Source: an optimization exercise on an open RTL-to-GDS flow (aim: small area). Production flows keep margins and buffers that such runs may drop. In this exercise RTL edits were held to simulation tests only and were not proved equivalent to the original. No activity file was given, so power comes from the tool's default toggle rates.

File: flow/design.v
`timescale 1ns/1ps
`default_nettype none
module serial_divide;
endmodule
`default_nettype none
`timescale 1ns/1ps
module cf_cpu (
	input wire clk,
	input wire rst_n,
	output wire [16:0] bus_address,
	output wire bus_wr_en,
	output wire bus_io_flag,
	output wire bus_burst,
	output wire [15:0] bus_data_in,
	output wire bus_enable,
	input wire bus_ready,
	input wire [15:0] bus_data_out
);
	reg [3:0]  bc;
	reg [6:0]  st;
	reg        sy;
	reg [15:0] rA, rX, rR0, rR1, rS, rP, rT;
	reg [15:0] M, AR;
	reg [7:0]  IR;
	reg [3:0]  cnt;
	reg        c, q, zf, zAr;
	reg        f_slt, f_seq, f_ult, f_eq;
	wire ph0  = (bc == 4'd0);
	wire ph7  = (bc == 4'd7);
	wire ph15 = (bc == 4'd15);
	wire [2:0] md = IR[2:0];
	wire zA   = zAr & ~rA[0];           
	wire zfn  = zf & ~M[0];            
	wire last = (cnt == 4'd15);
	wire port = (AR[7:2] == 6'b111100);
	wire s_O_C8 = (st == 7'd72);
	wire s_O_C9 = (st == 7'd73);
	wire s_O_CA = (st == 7'd74);
	wire s_O_CB = (st == 7'd75);
	wire s_O_CC = (st == 7'd76);
	wire s_O_CD = (st == 7'd77);
	wire s_O_CE = (st == 7'd78);
	wire s_O_CF = (st == 7'd79);
	wire s_O_D0 = (st == 7'd80);
	wire s_O_D1 = (st == 7'd81);
	wire s_O_D2 = (st == 7'd82);
	wire s_O_D3 = (st == 7'd83);
	wire s_O_D4 = (st == 7'd84);
	wire s_O_D5 = (st == 7'd85);
	wire s_O_D6 = (st == 7'd86);
	wire s_O_D7 = (st == 7'd87);
	wire s_O_D8 = (st == 7'd88);
	wire s_O_D9 = (st == 7'd89);
	wire s_O_DA = (st == 7'd90);
	wire s_O_DB = (st == 7'd91);
	wire s_O_DC = (st == 7'd92);
	wire s_O_DD = (st == 7'd93);
	wire s_O_DE = (st == 7'd94);
	wire s_O_DF = (st == 7'd95);
	wire s_O_E0 = (st == 7'd96);
	wire s_O_E1 = (st == 7'd97);
	wire s_O_E2 = (st == 7'd98);
	wire s_O_E3 = (st == 7'd99);
	wire s_O_E4 = (st == 7'd100);
	wire s_O_E5 = (st == 7'd101);
	wire s_O_E6 = (st == 7'd102);
	wire s_O_E7 = (st == 7'd103);
	wire s_O_E8 = (st == 7'd104);
	wire s_O_E9 = (st == 7'd105);
	wire s_O_EA = (st == 7'd106);
	wire s_O_EB = (st == 7'd107);
	wire s_O_ED = (st == 7'd109);
	wire s_O_EF = (st == 7'd111);
	wire s_O_F0 = (st == 7'd112);
	wire s_O_F1 = (st == 7'd113);
	wire s_O_F2 = (st == 7'd114);
	wire s_O_F3 = (st == 7'd115);
	wire s_O_F4 = (st == 7'd116);
	wire s_O_F5 = (st == 7'd117);
	wire s_O_F6 = (st == 7'd118);
	wire s_O_F7 = (st == 7'd119);
	wire s_O_F8 = (st == 7'd120);
	wire s_O_F9 = (st == 7'd121);
	wire s_O_FA = (st == 7'd122);
	wire s_X_0 = (st == 7'd32);
	wire s_X_1 = (st == 7'd33);
	wire s_X_2 = (st == 7'd34);
	wire s_X_3 = (st == 7'd35);
	wire s_X_4 = (st == 7'd36);
	wire s_X_5 = (st == 7'd37);
	wire s_X_6 = (st == 7'd38);
	wire s_X_7 = (st == 7'd39);
	wire s_X_8 = (st == 7'd40);
	wire s_X_9 = (st == 7'd41);
	wire s_X_B = (st == 7'd43);
	wire s_X_C = (st == 7'd44);
	wire s_MD0 = (st == 7'd48);
	wire s_MD1 = (st == 7'd49);
	wire s_MD2 = (st == 7'd50);
	wire s_MD3 = (st == 7'd51);
	wire s_MD4 = (st == 7'd52);
	wire s_MD5 = (st == 7'd53);
	wire s_MD6 = (st == 7'd54);
	wire s_MD7 = (st == 7'd55);
	wire s_FETCH = (st == 7'd0);
	wire s_INIT = (st == 7'd25);
	wire s_AM = (st == 7'd2);
	wire s_OPN = (st == 7'd4);
	wire s_DATA = (st == 7'd21);
	wire s_LEA = (st == 7'd69);
	wire s_JM = (st == 7'd18);
	wire s_SJB = (st == 7'd19);
	wire s_MSTEP = (st == 7'd11);
	wire s_SHLT = (st == 7'd14);
	wire s_TRIAL = (st == 7'd26);
	wire s_STEP = (st == 7'd10);
	wire s_SHIFTA = (st == 7'd110);
	wire s_SWB = (st == 7'd23);
	wire s_SWC = (st == 7'd42);
	wire s_SWE = (st == 7'd66);
	wire s_PD = (st == 7'd17);
	wire s_IOA = (st == 7'd3);
	wire s_SWP2 = (st == 7'd8);
	wire s_SWP3 = (st == 7'd123);
	wire s_RDOP = (st == 7'd13);
	wire s_RDP = (st == 7'd20);
	wire s_RDO = (st == 7'd5);
	wire s_WR = (st == 7'd6);
	wire s_RDT = (st == 7'd16);
	wire s_SWA = (st == 7'd1);
	wire s_SWV = (st == 7'd9);
	wire s_IOX = (st == 7'd7);
	wire c_aA = (st[5] & ~st[4] & ~st[3] & ~st[1] & st[0]) | (~st[6] & st[5] & ~st[4] & st[1] & ~st[0]) | (~st[6] & st[5] & ~st[4] & st[2] & st[0]) | (~st[6] & st[5] & st[3] & ~st[0]) | (~st[5] & st[4] & st[2] & st[1] & ~st[0]) | (st[6] & ~st[4] & ~st[3] & st[2] & ~st[0]) | (st[5] & st[3] & st[2] & st[1]) | (st[6] & st[5] & st[4] & ~st[3] & ~st[1] & ~st[0]) | (st[6] & st[5] & st[4] & ~st[3] & ~st[2] & st[1] & st[0]) | (s_DATA & ((~IR[4]) | (IR[3] & ~IR[0])));
	wire c_aX = (~st[6] & st[5] & st[4] & ~st[2] & st[1]) | (st[6] & ~st[5] & ~st[3] & st[2] & st[1] & st[0]) | (st[6] & ~st[4] & ~st[3] & st[2] & st[1] & st[0]) | (st[6] & st[5] & ~st[4] & st[3] & ~st[1] & ~st[0]) | (s_DATA & ((IR[4] & IR[0]) | (IR[4] & ~IR[3])));
	wire c_aR = (~st[6] & ~st[5] & st[3] & ~st[1] & ~st[0]) | (st[6] & st[5] & st[4] & ~st[1] & st[0]) | (st[6] & st[5] & st[4] & st[1] & ~st[0]) | (st[6] & st[5] & st[4] & st[2] & st[0]) | (st[5] & st[4] & st[3] & ~st[0]);
	wire c_aS = (~st[6] & st[5] & st[4] & st[2]) | (~st[5] & st[4] & st[3] & ~st[1] & ~st[0]) | (st[6] & ~st[5] & st[4] & st[3] & st[0]) | (st[6] & ~st[5] & st[4] & st[3] & ~st[2]);
	wire c_aP = (~st[5] & ~st[4] & ~st[3] & ~st[1] & ~st[0]) | (~st[5] & st[4] & ~st[3] & ~st[2] & st[0]) | (~st[6] & st[5] & st[4] & ~st[2] & ~st[1]) | (st[6] & ~st[5] & st[4] & ~st[3] & ~st[2]) | (st[6] & ~st[5] & st[4] & ~st[3] & ~st[1]) | (st[6] & st[5] & ~st[4] & st[3] & ~st[2] & st[1]);
	wire c_aT = (~st[6] & ~st[5] & st[3] & st[1]) | (st[6] & st[5] & ~st[4] & st[3] & ~st[2] & ~st[1] & st[0]);
	wire c_aM = (~st[6] & ~st[5] & ~st[4] & ~st[3] & ~st[2] & st[1] & ~st[0]) | (st[5] & st[4] & st[3] & st[1] & st[0]);
	wire c_aAR = (~st[6] & ~st[5] & st[4] & st[2] & st[1]) | (st[6] & ~st[5] & ~st[4] & ~st[3]);
	wire c_bM = (~st[6] & ~st[5] & st[4] & st[1] & ~st[0]) | (~st[6] & st[5] & ~st[4] & ~st[2] & ~st[0]) | (~st[6] & st[5] & ~st[4] & ~st[1] & st[0]) | (~st[6] & st[5] & ~st[4] & st[1] & ~st[0]) | (~st[6] & st[5] & ~st[4] & st[2] & st[0]);
	wire c_bN = (~st[5] & ~st[3] & ~st[2] & st[1] & st[0]) | (~st[6] & st[4] & ~st[2] & st[1] & st[0]) | (~st[6] & st[5] & st[4] & st[2] & ~st[1] & ~st[0]) | (st[6] & ~st[5] & st[4] & st[3] & ~st[2] & st[1]);
	wire c_bA = (st[5] & st[3] & st[2] & ~st[0]) | (st[6] & st[5] & ~st[4] & ~st[3] & ~st[2] & st[1] & ~st[0]) | (st[6] & st[5] & st[3] & ~st[1] & ~st[0]) | (st[6] & st[5] & st[4] & st[2] & st[1] & st[0]);
	wire c_bT = (~st[6] & st[3] & st[2] & st[1]);
	wire c_bK2 = (~st[5] & st[4] & ~st[3] & ~st[2] & ~st[1] & st[0]) | (~st[6] & ~st[5] & st[4] & st[2] & st[1]) | (~st[6] & st[5] & st[4] & ~st[1] & st[0]) | (~st[6] & st[4] & st[2] & st[1] & ~st[0]) | (st[6] & ~st[5] & ~st[3] & ~st[2] & st[1] & ~st[0]) | (st[6] & ~st[5] & st[4] & st[3] & ~st[1]) | (s_MD0 & ((~IR[6] & ~IR[3]) | (~IR[7] & ~IR[3])));
	wire c_bK6 = (st[5] & st[3] & st[2] & ~st[1] & st[0]);
	wire c_bKF = (~st[6] & st[4] & st[3] & st[0]);
	wire c_bV = (st[6] & ~st[5] & ~st[4] & st[3]) | (st[6] & ~st[4] & ~st[3] & ~st[2] & st[1] & st[0]);
	wire c_bMQ = (~st[6] & ~st[5] & ~st[4] & st[3] & ~st[2] & st[1]);
	wire c_inv = (st[5] & ~st[4] & ~st[3] & ~st[2] & st[1] & ~st[0]) | (~st[6] & st[5] & st[3] & ~st[2] & ~st[0]) | (~st[5] & st[4] & st[3] & ~st[2] & ~st[0]) | (st[4] & st[3] & st[2] & ~st[1]) | (st[6] & ~st[4] & ~st[3] & ~st[2] & ~st[1] & st[0]) | (st[6] & st[5] & ~st[3] & st[2] & ~st[1] & st[0]) | (st[6] & st[5] & st[4] & st[2] & st[1] & ~st[0]);
	wire c_cin = (~st[5] & ~st[4] & ~st[3] & ~st[1] & ~st[0]) | (st[5] & ~st[4] & ~st[2] & st[1] & ~st[0]) | (~st[6] & st[5] & st[3] & ~st[2] & ~st[0]) | (st[6] & ~st[5] & ~st[3] & ~st[2] & st[1] & st[0]) | (st[6] & ~st[5] & st[4] & st[2] & ~st[1]) | (~st[5] & st[4] & st[3] & ~st[1] & ~st[0]) | (st[4] & st[3] & ~st[2] & st[1] & ~st[0]) | (st[6] & ~st[4] & ~st[3] & st[2] & ~st[1] & ~st[0]) | (st[6] & st[5] & ~st[4] & st[3] & ~st[2] & st[1]) | (st[5] & st[4] & st[3] & ~st[1] & st[0]) | (s_MD0 & ((IR[3]) | (IR[7] & IR[6])));
	wire c_invq = (~st[6] & ~st[5] & ~st[4] & st[3] & ~st[2] & st[1] & ~st[0]);
	wire c_invz = (st[6] & ~st[5] & ~st[4] & ~st[3] & ~st[0]);
	wire c_lg = (~st[6] & st[5] & ~st[4] & st[2] & st[0]) | (~st[6] & st[5] & ~st[4] & st[2] & st[1]) | (st[6] & ~st[4] & ~st[3] & ~st[2] & ~st[1] & st[0]);
	wire c_lgv = (~st[6] & st[5] & ~st[4] & st[2] & st[1] & ~st[0]);
	wire c_oC = (~st[6] & st[5] & ~st[4] & st[2] & ~st[1] & st[0]) | (~st[6] & st[5] & ~st[4] & st[2] & st[1] & ~st[0]);
	wire c_ciQ = (st[5] & st[3] & st[2] & st[1] & ~st[0]);
	wire c_ciA = (~st[6] & st[3] & st[2] & st[1]);
	wire c_wA = (st[5] & ~st[4] & ~st[3] & ~st[2] & ~st[0]) | (st[5] & ~st[4] & ~st[3] & ~st[1] & st[0]) | (~st[6] & st[5] & ~st[4] & st[2] & st[1]) | (~st[6] & st[3] & ~st[2] & ~st[1] & ~st[0]) | (st[6] & ~st[5] & ~st[4] & st[3]) | (st[4] & st[3] & st[2] & st[1] & st[0]) | (st[6] & ~st[4] & ~st[3] & st[1] & st[0]) | (st[6] & ~st[4] & st[2] & ~st[1] & ~st[0]) | (st[6] & ~st[4] & ~st[2] & ~st[1] & st[0]) | (st[5] & st[3] & st[2] & ~st[1] & st[0]) | (st[5] & st[3] & st[2] & st[1] & ~st[0]) | (st[6] & st[5] & ~st[3] & ~st[1] & st[0]) | (st[6] & st[5] & ~st[3] & ~st[2] & st[1] & ~st[0]) | (st[6] & st[5] & st[4] & st[2] & st[1] & ~st[0]);
	wire c_wX = (~st[6] & st[5] & st[3] & ~st[1] & st[0]) | (st[6] & ~st[5] & ~st[4] & ~st[3] & st[0]) | (st[6] & ~st[4] & ~st[3] & st[2] & st[1] & ~st[0]) | (st[6] & st[5] & ~st[4] & st[3] & ~st[1] & ~st[0]) | (st[5] & st[4] & st[3] & ~st[1] & st[0]) | (st[5] & st[4] & st[3] & st[1] & ~st[0]);
	wire c_wR = (st[5] & st[3] & st[2] & st[1] & st[0]) | (st[6] & st[5] & st[4] & ~st[2] & ~st[1] & ~st[0]) | (st[6] & st[5] & st[4] & st[2] & st[0]) | (st[6] & st[5] & st[4] & st[2] & st[1]) | (st[5] & st[4] & st[3]);
	wire c_wS = (~st[6] & st[5] & st[4] & st[2] & ~st[1] & st[0]) | (st[6] & ~st[5] & st[4] & st[3] & ~st[1]) | (st[6] & ~st[5] & st[4] & st[3] & ~st[0]) | (st[6] & ~st[5] & st[4] & st[3] & ~st[2]) | (s_MD6 & ((~IR[3]) | (~IR[4]) | (~IR[7]) | (IR[5])));
	wire c_wP = (~st[5] & ~st[4] & ~st[3] & ~st[1] & ~st[0]) | (~st[5] & st[4] & ~st[3] & ~st[2] & st[1]) | (~st[6] & st[4] & st[3] & st[0]) | (~st[6] & st[5] & st[4] & ~st[2] & ~st[1]) | (st[6] & ~st[5] & ~st[3] & st[2] & ~st[0]) | (st[6] & ~st[5] & st[4] & ~st[3] & ~st[1] & st[0]) | (st[6] & st[5] & ~st[4] & st[3] & ~st[2] & st[1]);
	wire c_wT = (~st[6] & ~st[5] & ~st[4] & st[3] & st[1] & ~st[0]) | (~st[6] & st[5] & ~st[4] & ~st[3] & ~st[2] & st[1] & st[0]) | (~st[6] & st[5] & ~st[4] & ~st[3] & st[2] & ~st[1] & ~st[0]);
	wire c_wAR = (~st[5] & ~st[4] & ~st[3] & ~st[2] & ~st[0]) | (~st[5] & ~st[4] & ~st[3] & ~st[2] & st[1]) | (~st[6] & st[5] & st[4]) | (st[6] & ~st[5] & ~st[4] & ~st[3]) | (st[6] & ~st[5] & ~st[3] & ~st[2] & ~st[0]) | (~st[5] & st[4] & ~st[3] & st[2] & st[1] & st[0]) | (st[6] & ~st[5] & st[4] & ~st[2] & ~st[1]) | (st[4] & st[3] & st[2] & ~st[1]);
	wire c_arA = (~st[5] & ~st[4] & ~st[3] & ~st[2] & ~st[1] & ~st[0]) | (~st[6] & st[5] & st[4] & ~st[2] & ~st[1]) | (~st[6] & st[5] & st[4] & ~st[1] & st[0]) | (~st[6] & st[4] & st[2] & st[1] & ~st[0]) | (st[6] & ~st[5] & st[4] & ~st[3] & ~st[2] & st[1] & ~st[0]) | (st[6] & ~st[5] & st[4] & ~st[2] & ~st[1] & st[0]);
	wire c_msh = (~st[6] & ~st[5] & ~st[2] & st[1]) | (~st[6] & ~st[5] & st[4] & ~st[3] & st[0]) | (~st[6] & st[5] & ~st[4] & ~st[2] & ~st[0]) | (~st[6] & st[5] & ~st[4] & ~st[1] & st[0]) | (~st[6] & st[5] & ~st[4] & ~st[3] & st[2]) | (st[4] & ~st[2] & st[1] & st[0]) | (st[5] & st[4] & st[2] & ~st[1] & ~st[0]) | (~st[5] & st[4] & st[3] & ~st[2] & st[1]);
	wire c_mZ = (~st[6] & ~st[5] & st[4] & ~st[3] & ~st[1] & st[0]) | (~st[6] & st[5] & st[3] & st[1] & ~st[0]) | (st[6] & st[5] & st[4] & ~st[3] & ~st[2] & st[1] & st[0]) | (st[6] & st[5] & st[4] & st[2] & ~st[1] & ~st[0]);
	wire c_mR = (~st[6] & ~st[5] & ~st[2] & st[1] & ~st[0]) | (~st[6] & ~st[5] & st[3] & st[1] & st[0]) | (~st[6] & ~st[5] & st[4] & st[2] & st[1]) | (~st[6] & st[5] & ~st[4] & ~st[2] & ~st[1]) | (~st[6] & st[5] & ~st[4] & ~st[3] & ~st[0]) | (~st[6] & st[5] & ~st[4] & st[2] & st[0]) | (st[5] & st[4] & st[3] & st[1] & st[0]);
	wire c_mS = (~st[5] & st[4] & ~st[3] & ~st[2] & st[1] & st[0]);
	wire c_rsh = (~st[6] & ~st[5] & st[3] & st[1] & st[0]);
	wire c_shxL = (~st[6] & st[5] & st[3] & st[2]);
	wire c_shxR = (~st[6] & st[5] & st[3] & st[1] & st[0]);
	wire c_sx = (~st[5] & st[4] & ~st[3] & ~st[2] & st[1] & st[0]);
	wire c_qA1 = (~st[6] & ~st[5] & st[3] & st[1] & st[0]) | (~st[6] & st[5] & ~st[4] & ~st[3] & ~st[2] & st[1] & st[0]);
	wire c_qC = (~st[6] & st[3] & st[2] & st[1]);
	wire c_qOr = (~st[6] & st[4] & st[3] & ~st[0]);
	wire c_cmpf = (~st[6] & st[5] & st[3] & ~st[2] & ~st[1] & ~st[0]);
	wire c_cinc = (~st[6] & st[3] & st[1] & st[0]) | (st[5] & st[3] & st[2] & ~st[0]);
	wire c_cclr = (~st[5] & ~st[4] & ~st[3] & ~st[2] & ~st[1] & ~st[0]);
	wire c_vF = (st[6] & ~st[5] & ~st[4] & st[3]);
	wire c_vZ = (st[6] & ~st[4] & ~st[3] & ~st[2] & st[1] & st[0]);
	wire c_bus = (~st[6] & ~st[5] & ~st[4] & ~st[1] & st[0]) | (~st[5] & ~st[4] & ~st[3] & st[2] & st[1]) | (~st[6] & ~st[5] & st[4] & ~st[1] & ~st[0]);
	wire c_busW = (~st[5] & ~st[4] & ~st[3] & st[2] & st[1] & ~st[0]) | (s_IOX & ((~IR[0])));
	wire c_io = (~st[5] & ~st[4] & ~st[3] & st[2] & st[1] & st[0]);
	wire c_rdop = (~st[6] & st[3] & st[2] & st[0]);
	wire c_b8 = (s_RDO & ((IR[3] & ~IR[0]) | (IR[3] & ~IR[2]) | (IR[3] & IR[1]))) | (s_WR & ((~IR[6] & IR[3])));
	wire c_nx0 = (~st[6] & ~st[5] & ~st[4] & ~st[3] & ~st[2]) | (~st[6] & st[3] & ~st[2] & ~st[1] & ~st[0]) | (~st[6] & ~st[4] & ~st[3] & ~st[2] & st[1] & st[0]) | (~st[6] & st[5] & st[4] & ~st[2] & ~st[0]) | (~st[6] & st[5] & st[4] & st[2] & ~st[1] & st[0]) | (~st[5] & st[4] & ~st[3] & st[2] & st[1] & st[0]) | (~st[5] & st[4] & st[3] & ~st[1] & ~st[0]) | (st[4] & st[3] & st[2] & ~st[1]) | (st[6] & st[5] & ~st[4] & st[3] & ~st[2] & st[1]) | (s_O_D4 & ((zA))) | (s_O_D5 & ((~zA))) | (s_X_B & ((~last))) | (s_OPN & ((~IR[4]) | (~IR[6]) | (~IR[7]))) | (s_DATA & ((IR[6] & IR[1]))) | (s_MSTEP & ((~last))) | (s_SWE & ((~zf))) | (s_RDOP & ((IR[0]))) | (s_RDO & ((IR[4])));
	wire c_nx1 = (~st[6] & st[3] & ~st[2] & ~st[0]) | (~st[6] & ~st[5] & ~st[4] & ~st[2] & ~st[1] & st[0]) | (~st[6] & st[3] & st[1] & ~st[0]) | (~st[6] & ~st[5] & st[4] & ~st[3] & ~st[1]) | (~st[6] & st[5] & ~st[4] & ~st[3] & ~st[2] & st[1] & st[0]) | (st[6] & st[5] & ~st[4] & st[3] & ~st[2] & st[1]) | (s_O_D4 & ((zA))) | (s_O_D5 & ((~zA))) | (s_X_4 & ((~zfn))) | (s_X_B & ((~last))) | (s_MSTEP & ((~last))) | (s_SHIFTA & ((~last))) | (s_RDOP & ((IR[1]))) | (s_RDO & ((IR[5])));
	wire c_nx2 = (~st[6] & ~st[5] & ~st[4] & ~st[3] & ~st[2]) | (~st[6] & ~st[5] & ~st[4] & ~st[2] & st[1] & ~st[0]) | (~st[6] & st[4] & ~st[3] & ~st[1] & st[0]) | (~st[6] & st[5] & st[4]) | (st[6] & ~st[5] & st[4] & st[3] & ~st[2] & st[1]) | (st[4] & st[3] & st[2] & ~st[1]) | (s_X_4 & ((~zfn))) | (s_X_C & ((~last))) | (s_OPN & ((~IR[4]) | (~IR[6]) | (~IR[7]))) | (s_SHIFTA & ((~last))) | (s_RDOP & ((IR[2]))) | (s_RDO & ((IR[6])));
	wire c_nx3 = (~st[5] & ~st[4] & ~st[3] & ~st[2] & ~st[1] & ~st[0]) | (~st[6] & ~st[5] & st[3] & ~st[0]) | (~st[6] & ~st[5] & st[4] & st[2] & st[1]) | (~st[6] & st[5] & ~st[4] & ~st[3] & ~st[2] & st[1] & st[0]) | (st[6] & st[5] & st[4] & ~st[3] & ~st[2] & st[1] & st[0]) | (st[6] & st[5] & st[4] & st[2] & ~st[1] & ~st[0]) | (s_X_4 & ((~zfn))) | (s_X_B & ((~last))) | (s_X_C & ((~last))) | (s_MSTEP & ((~last))) | (s_SHIFTA & ((~last))) | (s_RDOP & ((IR[7] & IR[6] & IR[3]))) | (s_RDO & ((IR[7]))) | (s_SWV & ((~zf)));
	wire c_nx4 = (~st[5] & ~st[4] & ~st[3] & ~st[2] & st[0]) | (~st[6] & ~st[5] & st[3] & ~st[1] & ~st[0]) | (~st[6] & st[3] & st[2] & st[1]) | (~st[5] & st[4] & ~st[2] & ~st[1] & ~st[0]) | (~st[6] & st[5] & st[4] & ~st[2] & ~st[1] & st[0]) | (~st[6] & st[5] & st[4] & st[2] & st[1]) | (st[6] & ~st[5] & st[4] & st[3] & ~st[1]) | (s_O_D1 & ((zA))) | (s_O_D2 & ((~zA))) | (s_O_D4 & ((zA))) | (s_O_D5 & ((~zA))) | (s_MD2 & ((IR[7] & IR[5] & ~IR[3]) | (IR[7] & IR[5] & ~IR[4]))) | (s_AM & ((IR[7] & IR[5] & ~IR[3]) | (IR[7] & IR[5] & ~IR[4]))) | (s_OPN & ((IR[7] & IR[5] & ~IR[3]) | (IR[7] & IR[5] & ~IR[4]))) | (s_SWE & ((zf))) | (s_RDOP & ((~IR[7]) | (~IR[6]) | (~IR[5] & ~IR[3]) | (IR[4]))) | (s_WR & ((IR[6] & ~IR[2]))) | (s_SWV & ((zf)));
	wire c_nx5 = (~st[6] & ~st[5] & ~st[4] & ~st[3] & st[2] & ~st[1] & st[0]) | (~st[6] & st[3] & ~st[2] & ~st[1] & ~st[0]) | (~st[6] & ~st[5] & ~st[4] & st[3] & ~st[2] & ~st[0]) | (s_X_4 & ((zfn))) | (s_X_B & ((~last))) | (s_X_C & ((~last))) | (s_RDOP & ((~IR[7]) | (~IR[6]) | (~IR[4] & ~IR[3]) | (IR[5]))) | (s_SWV & ((~zf))) | (s_IOX & ((port) | (IR[0])));
	wire c_nx6 = (~st[6] & ~st[4] & st[3] & ~st[2] & ~st[0]) | (s_X_4 & ((zfn))) | (s_MD2 & ((IR[7] & ~IR[5] & IR[4] & IR[3]))) | (s_AM & ((IR[7] & ~IR[5] & IR[4] & IR[3]))) | (s_OPN & ((IR[7] & ~IR[6] & ~IR[5] & IR[4] & IR[3]))) | (s_RDOP & ((IR[7] & IR[6] & IR[3]) | (IR[7] & IR[6] & IR[4]) | (IR[7] & IR[6] & IR[5]))) | (s_WR & ((IR[6] & ~IR[2])));
	wire [6:0] nxt = {c_nx6, c_nx5, c_nx4, c_nx3, c_nx2, c_nx1, c_nx0};
	wire step_end = ph15 & (~c_bus | sy);
	wire en_sh = (cnt < M[3:0]);
	wire rR = IR[0] ? rR0[0] : rR1[0];
	wire a = (c_aA & rA[0]) | (c_aX & rX[0]) | (c_aR & rR) | (c_aS & rS[0]) |
	         (c_aP & rP[0]) | (c_aT & rT[0]) | (c_aM & M[0]) | (c_aAR & AR[0]);
	wire f_sgt = ~f_slt & ~f_seq;
	wire f_ugt = ~f_ult & ~f_eq;
	wire fbase = IR[2] ? (IR[1] ? f_ugt : f_ult) : (IR[1] ? f_sgt : f_slt);
	wire fv    = fbase | (IR[0] & f_eq);
	wire v     = (c_vF & fv) | (c_vZ & zAr);
	wire b = (c_bM & M[0]) | (c_bN & M[8] & (~bc[3] | c_sx)) | (c_bA & rA[0]) |
	         (c_bK2 & (bc == 4'd1)) | (c_bK6 & ((bc == 4'd1) | (bc == 4'd2))) |
	         (c_bKF & bc[3] & bc[2]) | (c_bV & ph0 & v) | (c_bMQ & M[0] & q) | (c_bT & rT[0]);
	wire inv_e = c_inv | (c_invq & q) | (c_invz & zf);
	wire cin_e = c_cin | (c_invq & q) | (c_invz & zf);
	wire bi = b ^ inv_e;
	wire ci = c_lg ? c_lgv : ph0 ? ((c_ciQ & q) | (c_ciA & rA[15]) | cin_e) : c;
	wire sum  = a ^ bi ^ ci;
	wire cout = (a & bi) | (a & ci) | (bi & ci);
	wire z  = c_oC ? cout : sum;
	wire cn = cout;
	wire wA_e = c_wA | (c_shxL & en_sh);
	wire rshA = c_rsh | (c_shxR & en_sh);
	wire a15_in = rshA ? (ph0 ? (c_rsh & z) : rA[15]) : (wA_e ? z : rA[0]);
	wire a14_in = (rshA & ~ph0) ? rA[0] : rA[15];
	wire t15_in = c_rsh ? cn : (c_wT ? z : rT[0]);
	wire t14_in = (c_rsh & ~ph0) ? z : rT[15];
	wire m15_in = (c_mZ & z) | (c_mR & M[0]) | (c_mS & M[15]);
	wire ld = c_bus & ~sy & bus_ready;
	always @(posedge clk) begin
		rA  <= {a15_in, a14_in, rA[14:1]};
		rT  <= {t15_in, t14_in, rT[14:1]};
		rX  <= {(c_wX ? z : rX[0]),  rX[15:1]};
		rR0 <= {((c_wR & IR[0]) ? z : rR0[0]), rR0[15:1]};
		rR1 <= {((c_wR & ~IR[0]) ? z : rR1[0]), rR1[15:1]};
		rS  <= {(c_wS ? z : rS[0]),  rS[15:1]};
		rP  <= {(c_wP ? z : rP[0]),  rP[15:1]};
		c   <= cn;
		zAr <= (ph0 | zAr) & ~a15_in;
		if (c_wAR) AR <= {(c_arA ? a : z), AR[15:1]};
		if (ld) M <= bus_data_out;
		else if (c_msh) M <= {m15_in, M[15:1]};
		if (c_msh) zf <= (ph0 | zf) & ~m15_in;
		if (c_rdop & ~sy & bus_ready) IR <= bus_data_out[7:0];
		if (ph15) begin
			if (c_qA1) q <= rA[1];
			if (c_qC)  q <= cn;
			if (c_qOr) q <= q | cn;
		end
		if (c_cmpf) begin
			if (ph15) begin
				f_ult <= ~cn;
				f_eq  <= (ph0 | zAr) & ~a15_in;
			end
			if (IR[3] ? ph7 : ph15) begin
				f_slt <= z ^ ci ^ cn;
				f_seq <= (ph0 | zAr) & ~a15_in;
			end
		end
		if (c_cclr) cnt <= 4'd0;
		else if (c_cinc & step_end) cnt <= cnt + 1'b1;
	end
	always @(posedge clk) begin
		if (!rst_n) begin
			bc  <= 4'd0;
			st  <= 7'd25;
			sy  <= 1'b0;
		end else begin
			bc <= bc + 1'b1;
			if (ld) sy <= 1'b1;
			if (step_end) begin
				st <= nxt;
				sy <= 1'b0;
			end
		end
	end
	assign bus_enable  = c_bus & ~sy;
	assign bus_wr_en   = c_busW;
	assign bus_io_flag = c_io;
	assign bus_burst   = ~c_b8;
	assign bus_address = {~c_io & ~((IR[7:6] == 2'b10) & ((md == 3'd2) | (md == 3'd3) | (md == 3'd4))), AR};
	assign bus_data_in = M;
endmodule
File: flow/standard.sh
#!/bin/bash
# synth_recipe.tcl (not shown) runs the flow's synth.tcl, then flattens the netlist and writes it again
# the make line also repeats each setting of config.mk as NAME=value (left out here)
make -C /OpenROAD-flow-scripts/flow DESIGN_CONFIG=/design/flow/config.mk WORK_HOME=/design/flow/orfs CLKGATE_MAP_FILE= SYNTH_SCRIPT=/design/flow/synth_recipe.tcl "${@:-finish}"
File: flow/flow/run.sh
#!/bin/bash
# Layout flow: the standard synthesis; then yosys/abc re-maps the
# combinational logic for area, keeping every flip-flop instance (name and
# cell type) as the standard synthesis made it; then the standard ORFS steps
# with buf_1 port buffers and a clock tree of clkbuf_8 without dummy loads.
# Each tool's output goes to a log of its own in this folder.
set -euo pipefail
cat >> config.mk <<'EOF'
export BUFFER_PORTS_ARGS = -buffer_cell sky130_fd_sc_hd__buf_1
export CTS_ARGS = -sink_clustering_enable -repair_clock_nets -dont_use_dummy_load -buf_list sky130_fd_sc_hd__clkbuf_8
EOF
bash standard.sh synth > synth.log 2>&1
R=orfs/results/${FLOW_PLATFORM}/cf_cpu/base
YOSYS=yosys
if [[ -x ${FLOW_HOME}/../tools/install/yosys/bin/yosys ]]; then YOSYS=${FLOW_HOME}/../tools/install/yosys/bin/yosys; fi
cp ${R}/1_2_yosys.v ${R}/1_2_yosys_std.v
REMAP_LIB=${FLOW_HOME}/platforms/sky130hd/lib/sky130_fd_sc_hd__tt_025C_1v80.lib \
REMAP_IN=${R}/1_2_yosys_std.v REMAP_OUT=${R}/1_2_yosys.v REMAP_ABC=flow/area.abc \
  ${YOSYS} -c flow/remap.tcl > remap.log 2>&1
rm -f ${R}/1_synth.odb ${R}/1_synth.sdc
bash standard.sh synth > synth_odb.log 2>&1
bash standard.sh > finish.log 2>&1
File: flow/flow/area.abc
strash
fraig
resub
dc2
drw
resub
dch -f
map -a
strash
dch -f
amap
topo
File: flow/constraint.sdc
create_clock -name core_clock -period 10.0 [get_ports {clk}]
set_input_delay 2.0000 -clock core_clock [delete_from_list [all_inputs] [get_ports {clk}]]
set_output_delay 2.0000 -clock core_clock [all_outputs]
set_load 0.01 [all_outputs]
File: flow/flow/remap.tcl
# Re-map the combinational logic of a synthesized sky130hd netlist for area,
# keeping every flip-flop instance (name and cell type) as it is.
yosys -import
set lib $::env(REMAP_LIB)
set in  $::env(REMAP_IN)
set out $::env(REMAP_OUT)
read_liberty -ignore_miss_func -ignore_miss_data_latch $lib
read_verilog $in
hierarchy -top cf_cpu
set ffs [list sky130_fd_sc_hd__dfxtp_1 sky130_fd_sc_hd__edfxtp_1 sky130_fd_sc_hd__dfxtp_2 sky130_fd_sc_hd__dfxtp_4 sky130_fd_sc_hd__edfxtp_1 sky130_fd_sc_hd__dfrtp_1 sky130_fd_sc_hd__dfstp_2 sky130_fd_sc_hd__dfrtp_2 sky130_fd_sc_hd__dfrtp_4 sky130_fd_sc_hd__dfstp_1 sky130_fd_sc_hd__dfstp_4 sky130_fd_sc_hd__sdfxtp_1 sky130_fd_sc_hd__conb_1]
foreach f $ffs { catch { setattr -mod -set keep_hierarchy 1 $f } }
flatten
yosys rename -hide w:*.*
opt_clean -purge
stat
abc -script $::env(REMAP_ABC) -liberty $lib -dont_use sky130_fd_sc_hd__lpflow_* -dont_use sky130_fd_sc_hd__probe*
splitnets
opt_clean -purge
hilomap -singleton -hicell sky130_fd_sc_hd__conb_1 HI -locell sky130_fd_sc_hd__conb_1 LO
foreach f $ffs { catch { blackbox $f } }
stat -liberty $lib
write_verilog -noattr -noexpr -nohex -nodec $out
File: flow/config.mk
export PLATFORM = sky130hd
export DESIGN_NAME = cf_cpu
export DESIGN_NICKNAME = cf_cpu
export VERILOG_FILES = /design/flow/design.v
export SDC_FILE = /design/flow/constraint.sdc
export NUM_CORES = 4
export LEC_CHECK = 0
export ABC_AREA = 1
export CAP_MARGIN = 20
export CORE_MARGIN = 2
export CORE_UTILIZATION = 40
export GPL_TIMING_DRIVEN = 0
export PLACE_DENSITY = 0.75
export SLEW_MARGIN = 20
export BUFFER_PORTS_ARGS = -buffer_cell sky130_fd_sc_hd__buf_1
export CTS_ARGS = -sink_clustering_enable -repair_clock_nets -dont_use_dummy_load -buf_list sky130_fd_sc_hd__clkbuf_8
==> run summary <==
## worst min-delay path by stage
stage | startpoint | endpoint
floorplan | rA[11]$_DFF_P_ | rA[10]$_DFF_P_
global placement | rA[5]$_DFF_P_ | rA[4]$_DFF_P_
detailed placement | rS[13]$_DFF_P_ | rS[12]$_DFF_P_
CTS | rP[11]$_DFF_P_ | rP[10]$_DFF_P_
global route | rP[11]$_DFF_P_ | rP[10]$_DFF_P_
finish | rP[11]$_DFF_P_ | rP[10]$_DFF_P_
## state kept, by name, summed over array words and instances, names as in the netlist, 4 cells and up
signal	count
AR	16
M	16
rA	16
rP	16
rR0	16
rR1	16
rS	16
rT	16
rX	16
IR	8
st	7
bc	4
cnt	4
## stage by stage
stage / area, µm² / std cells / hold WS [ps] / utilization, % / setup slack [ps]
2_1_floorplan: 6500 / 661 / 310 / - / 5630
3_3_place_gp: 6970 / 932 / 310 / 43.9 / 2960
3_5_place_dp: 7000 / 934 / 312 / 44.1 / 3230
4_1_cts: 7240 / 951 / 305 / 45.5 / 3240
5_1_grt: 7240 / 951 / 303 / 45.5 / 2590
6_report: 7240 / 951 / 303 / 45.5 / 2820
## area by class of cell
class / instances / area (µm²)
Clock buffer: 17 / 234
Tap cell: 216 / 270
Fill cell: 1544 / 8650
Inverter: 65 / 244
Timing Repair Buffer: 57 / 223
Sequential cell: 176 / 3980
Multi-Input combinational cell: 420 / 2280
## per-layer routing
metal  GRT usage (%)  up-vias  wire (µm)
met2            34.7      430       8490
met4            13.5        0       1310
met5               0        -          0
met1            33.2     2553       8640
li1                -     2569          -
met3            7.14      100       2370
## worst register-to-register path: stages, from the launching register on
cell       delay (ps)
dfxtp_1           720
clkinv_1          700
nor2_1            870
clkinv_1          370
nor2_1            210
clkinv_1          340
nor2_1            480
a222oi_1          140
o2111ai_1         150
nor3_1             80
nand3_1            90
o22ai_1            90
o21a_1            150
nor3_1            530
a21oi_1           170
and2_0            230
nor2_1            190
clkinv_1          230
o21ai_0           150
nor2b_1           450
clkinv_1          360
a21oi_1           370
## power by group
part	switching [mW]	internal [mW]	total [mW]
Clock	0.204	0.150	0.354
Sequential	0.0110	0.754	0.765
Combinational	0.0311	0.0124	0.0436
Total	0.246	0.916	1.16
## layout by cell type, fill, tap and decap left out, types with 13 or more instances in the layout
master,count
dfxtp_1,130
clkbuf_8,17
nor3_1,27
nor2_1,128
o22ai_1,14
buf_1,55
nand3_1,14
nand2_1,52
a21oi_1,33
o22a_1,16
nor4_1,13
o21ai_0,24
clkinv_1,65
edfxtp_1,46
==> summary.txt <==
final WL -> 20,800 µm
I/O pin cnt -> 56
cts-stage hold buffer count -> 0
CTS tree -> built
Hold Crit Class -> flop to flop
initial antenna violation count -> 0
crit path from -> st[4]$_SDFFE_PN1P_
# diodes -> 0
largest net degree at the start of global routing -> 24
DIE WIDTH -> 131 µm
routed vias -> 5,652
pwr/cell area -> 161 nW/µm²
worst endpoint required time -> 10,300 ps
VDD IR-drop max -> 0.0757 mV
GR Overflow Total -> 0
Crit path max-delay family -> simple AND/OR/NAND/NOR gates
setup bufs post-CTS -> 0
Startpoint Class -> flop
crit share post-route -> 71.8%
post-synthesis net count -> 680
share of cells above drive strength 1 -> 2.86%
vias in the first global route -> 5,357
max-slew violations -> 0
setup slack, reg-to-reg -> 2820 ps
Final Hold Vio Count -> 0
Post-CTS Resized -> 0
setup TNS -> 0 ps
synth warn -> 1
Levels on crit path -> 21
minimum clock period -> 7180 ps
wire per inst -> 21.9 µm
Skew-Pair Late Insertion Delay -> 460 ps
CP Capture Point -> rP[15]$_DFF_P_
die area -> 17,300 µm²
Detail Route Antenna Nets -> 0
Max FO, Critical Path -> 14
kind of critical path -> flop to flop
Pre-antenna DRT Iters -> 5
Rel. slew slack -> 32.3%
Worst-Margin Slew -> 989 ps
Die Y -> 131 µm
GR Util All Layers -> 24.4%
crit end category -> flop
HPWL after DPL -> 15,300 µm
most frequent CP cell -> clkinv_1
placer congestion estimate -> 1.08
# setup viols final -> 0
CTS Sinks -> 176
reg2reg start -> st[4]$_SDFFE_PN1P_
Initial DRC Count -> 870
area grow syn2layout -> 11.4%
Longest Clk Path Bufs -> 2
core area -> 15,900 µm²
Row Count -> 46
RSZ-0062 raised after global routing -> false
root buf cell -> clkbuf_8
# H-tree levels -> 4
port buffer count -> 55
total power -> 1.16 mW
Post-Synthesis Cells -> 661
Final Net Count -> 756
Mapped Area -> 6500 µm²
Avg Inst Size Synth -> 9.83 µm²
hold path cells -> 0
max_cap viols -> 0
r2r worst-path depth -> 21
post-route DRC violation count -> 0
Bufs and invs on worst path -> 5
Lkg Pwr -> 2.47 nW
crit-path cells -> clkinv_1 > nor2_1 > clkinv_1 > nor2_1 > clkinv_1 > nor2_1 > a222oi_1 > o2111ai_1 > nor3_1 > nand3_1 > o22ai_1 > o21a_1 > nor3_1 > a21oi_1 > and2_0 > nor2_1 > clkinv_1 > o21ai_0 > nor2b_1 > clkinv_1 > a21oi_1
Max Freq -> 139 MHz
Clk pin slew, worst setup/hold paths -> 80 ps
slowest CP cell -> nor2_1
Clock Skew -> 41.0 ps
first-pass GRT wire length -> 31,800 µm
CP peak stage delay -> 860 ps
starting density of the core -> 40.9%
reg2reg end -> rP[15]$_DFF_P_
WP data arrival -> 7490 ps
CTS Buf Count -> 17
Via density -> 5.94
outcome -> timing/DRC/antenna clean

==> re-timing with driven ports <==
No port has a modelled driver above. Below, the same layout with a new extraction and two added sets of constraints.
Step 1, drivers: a clkbuf_16 drives clk and a buf_2 each remaining input, both assumed.
Step 2 times the ports against the registers' clock, not the clock port: input delays grow and output delays shrink by t, the midpoint of the rising clock arrivals with the driver on.
Three values: ideal, step 1, step 2; two values: the first two.
shift t [ns]: 0.469
slack for setup (ns): 2.816 / 2.816 / 2.816
worst register clock-pin slew, ns: 0.11 / 0.11
worst data-port slew with drivers (ns): 0.04
After both steps this run still meets setup and hold. The setup slack of this run moves by 0.000 ns with the drivers and by 0.000 ns with both steps.
